From an optimization exercise on the open Yosys and OpenROAD flow, aimed at small area; shortcuts taken in it are not production practice. Function was checked by simulation only, so behaviour that the tests miss may differ from the original. No driver is modelled on the clock port, so clock power and skew are understated where the tree is cut down; a real chip needs a root buffer or a tree. Power is estimated from default activity; no workload was simulated.

== run P ==
==> module preprocessor, before the edit <==
module preprocessor(input [15:0] xn, input acc, output [15:0] r);
  reg [16:0] yn, y, ea, eb;
  reg [18:0] A, aa, ab, Pm;
  reg [19:0] Qn, qa, qb;
  reg [25:0] m, ma, mb;
  reg s, pos, neg;
  reg [26:0] cv;
  integer i;
  always @* begin
    s = ~xn[15];
    pos = xn[15] & ~xn[14];
    neg = ~xn[15] & (xn[14] | &xn[13:0]);
    ea = {xn[15], xn};
    eb = ~{{16{neg}}, pos | neg};
    cv = 18'd0;
    cv[0] = 1'b1;
    for (i = 0; i < 17; i = i + 1)
      cv[17:1] = (ea[16:0] & eb[16:0]) | (cv[16:0] & (ea[16:0] ^ eb[16:0]));
    yn[16:0] = ea[16:0] ^ eb[16:0] ^ cv[16:0];
    y = ~yn;
    aa = {{2{y[16]}}, y};
    ab = {y[16], y, 1'b0};
    A[0] = y[0];
    cv = 20'd0;
    cv[1] = 1'b1;
    for (i = 1; i < 19; i = i + 1)
      cv[19:2] = (aa[18:1] & ab[18:1]) | (cv[18:1] & (aa[18:1] ^ ab[18:1]));
    A[18:1] = aa[18:1] ^ ab[18:1] ^ cv[18:1];
    Pm = acc ? A : {y[16], y, 1'b1, 1'b0};
    qa = {yn[16], yn[16], yn, 3'b111};
    qb = acc ? {{3{yn[16]}}, yn} : {yn[16], yn, ~s, ~s};
    cv = 21'd0;
    cv[0] = 1'b1;
    for (i = 0; i < 20; i = i + 1)
      cv[20:1] = (qa[19:0] & qb[19:0]) | (cv[19:0] & (qa[19:0] ^ qb[19:0]));
    Qn[19:0] = qa[19:0] ^ qb[19:0] ^ cv[19:0];
    ma = {Pm, 7'b0};
    mb = {{6{Qn[19]}}, Qn};
    cv = 27'd0;
    cv[0] = ~s;
    for (i = 0; i < 26; i = i + 1)
      cv[26:1] = (ma[25:0] & mb[25:0]) | (cv[25:0] & (ma[25:0] ^ mb[25:0]));
    m[25:0] = ma[25:0] ^ mb[25:0] ^ cv[25:0];
  end
  assign r = m[24:9];
endmodule
clock: 16.0 ns
lec_check: 0
cap_margin: 20
core_margin: 2
core_utilization: 70
cts_buf_list: sky130_fd_sc_hd__clkbuf_8
place_density: 0.8
slew_margin: 20
standard.sh (not shown) runs the stock make flow with config.mk's settings and CLKGATE_MAP_FILE= SYNTH_SCRIPT=/design/flow/synth_recipe.tcl, a recipe that flattens the netlist after the stock synthesis.
==> flow/flow/run.sh <==
#!/bin/bash
# Standard layout, except: port buffers use the smallest buffer cell, and
# the clock tree is one root buffer feeding LEAF_COUNT leaf buffers, each
# driving one cluster of nearby flip-flops (flow/cts_hook.tcl).
set -euo pipefail
export BUFFER_PORTS_ARGS="-buffer_cell sky130_fd_sc_hd__buf_1"
export PRE_CTS_TCL="$PWD/flow/cts_hook.tcl"
export LEAF_COUNT=9
export ROOT_CELL=sky130_fd_sc_hd__clkbuf_8
export LEAF_CELL=sky130_fd_sc_hd__clkbuf_8
bash standard.sh finish > standard_finish.log 2>&1
Other scripts of this flow, unchanged in this note and not shown: flow/flow/cts_hook.tcl
The following lists how run B was set up differently from run P:
==> flow/design.v, changed modules only <==
module preprocessor(input [15:0] xn, input acc, output [15:0] r);
  reg [16:0] yn, y, ea, eb;
  reg [18:0] A, aa, ab, Pm;
  reg [19:0] Qn, qa, qb;
  reg [25:0] m, ma, mb;
  reg s, pos, neg, c;
  integer i;
  always @* begin
    s = ~xn[15];
    pos = xn[15] & ~xn[14];
    neg = ~xn[15] & (xn[14] | &xn[13:0]);
    ea = {xn[15], xn};
    eb = ~{{16{neg}}, pos | neg};
    c = 1'b1;
    for (i = 0; i < 17; i = i + 1) begin
      yn[i] = ea[i] ^ eb[i] ^ c;
      c = (ea[i] & eb[i]) | (c & (ea[i] ^ eb[i]));
    end
    y = ~yn;
    aa = {{2{y[16]}}, y};
    ab = {y[16], y, 1'b0};
    A[0] = y[0];
    c = 1'b1;
    for (i = 1; i < 19; i = i + 1) begin
      A[i] = aa[i] ^ ab[i] ^ c;
      c = (aa[i] & ab[i]) | (c & (aa[i] ^ ab[i]));
    end
    Pm = acc ? A : {y[16], y, 1'b1, 1'b0};
    qa = {yn[16], yn[16], yn, 3'b111};
    qb = acc ? {{3{yn[16]}}, yn} : {yn[16], yn, ~s, ~s};
    c = 1'b1;
    for (i = 0; i < 20; i = i + 1) begin
      Qn[i] = qa[i] ^ qb[i] ^ c;
      c = (qa[i] & qb[i]) | (c & (qa[i] ^ qb[i]));
    end
    ma = {Pm, 7'b0};
    mb = {{6{Qn[19]}}, Qn};
    c = ~s;
    for (i = 0; i < 26; i = i + 1) begin
      m[i] = ma[i] ^ mb[i] ^ c;
      c = (ma[i] & mb[i]) | (c & (ma[i] ^ mb[i]));
    end
  end
  assign r = m[24:9];
endmodule
### Flow results
- Run B: clock network power share 1.9 points below run P
- Side by side, count of cells along the worst register-to-register path turned out lower in run B than in run P.
- Looking at run B and run P, the length of routed wiring on met1 is a wash.
- On static power due to leakage: between run B and run P, it ends up lower for run B.
- Of run B and run P, the run reporting the higher global router's overall resource usage was run P.
- Run P vs run B, launch point of the worst path: rw[3] vs rw[5]
- Run B against run P: filler cell count increased by 6 relative to the old numbers; post-route total power increased by about 9% relative to the old numbers; global-route wire length before repair decreased by 530 um relative to the old numbers; first-iteration DRC count increased by 36 relative to the old numbers.
No run of this note takes its clock network from TritonCTS; it comes from the design's own scripts or RTL.

afterwards: timing with drivers on the ports:
In the flow no input, the clock included, has a driving cell. The finished layouts below were timed again as built, in two steps.
Step 1 assumes that a clkbuf_16 drives the clock port and a buf_2 every other input.
Step 2 moves the port delays by t, midway between the first and last clock arrival at a register: inputs arrive t later, outputs are due t later. That takes back most of the time a late clock gives input paths.
Slacks: ideal / step 1 / step 2; pairs: ideal / step 1.
run | t (ns) | setup WS [ns] | worst setup path after step 2 | worst slew at a driven data input, ns
run P | 0.430 | 3.342 / 3.342 / 3.342 | register to register | 0.04
run B | 0.430 | 2.826 / 2.826 / 2.826 | register to register | 0.03
After both steps setup and hold are still met in every run listed.
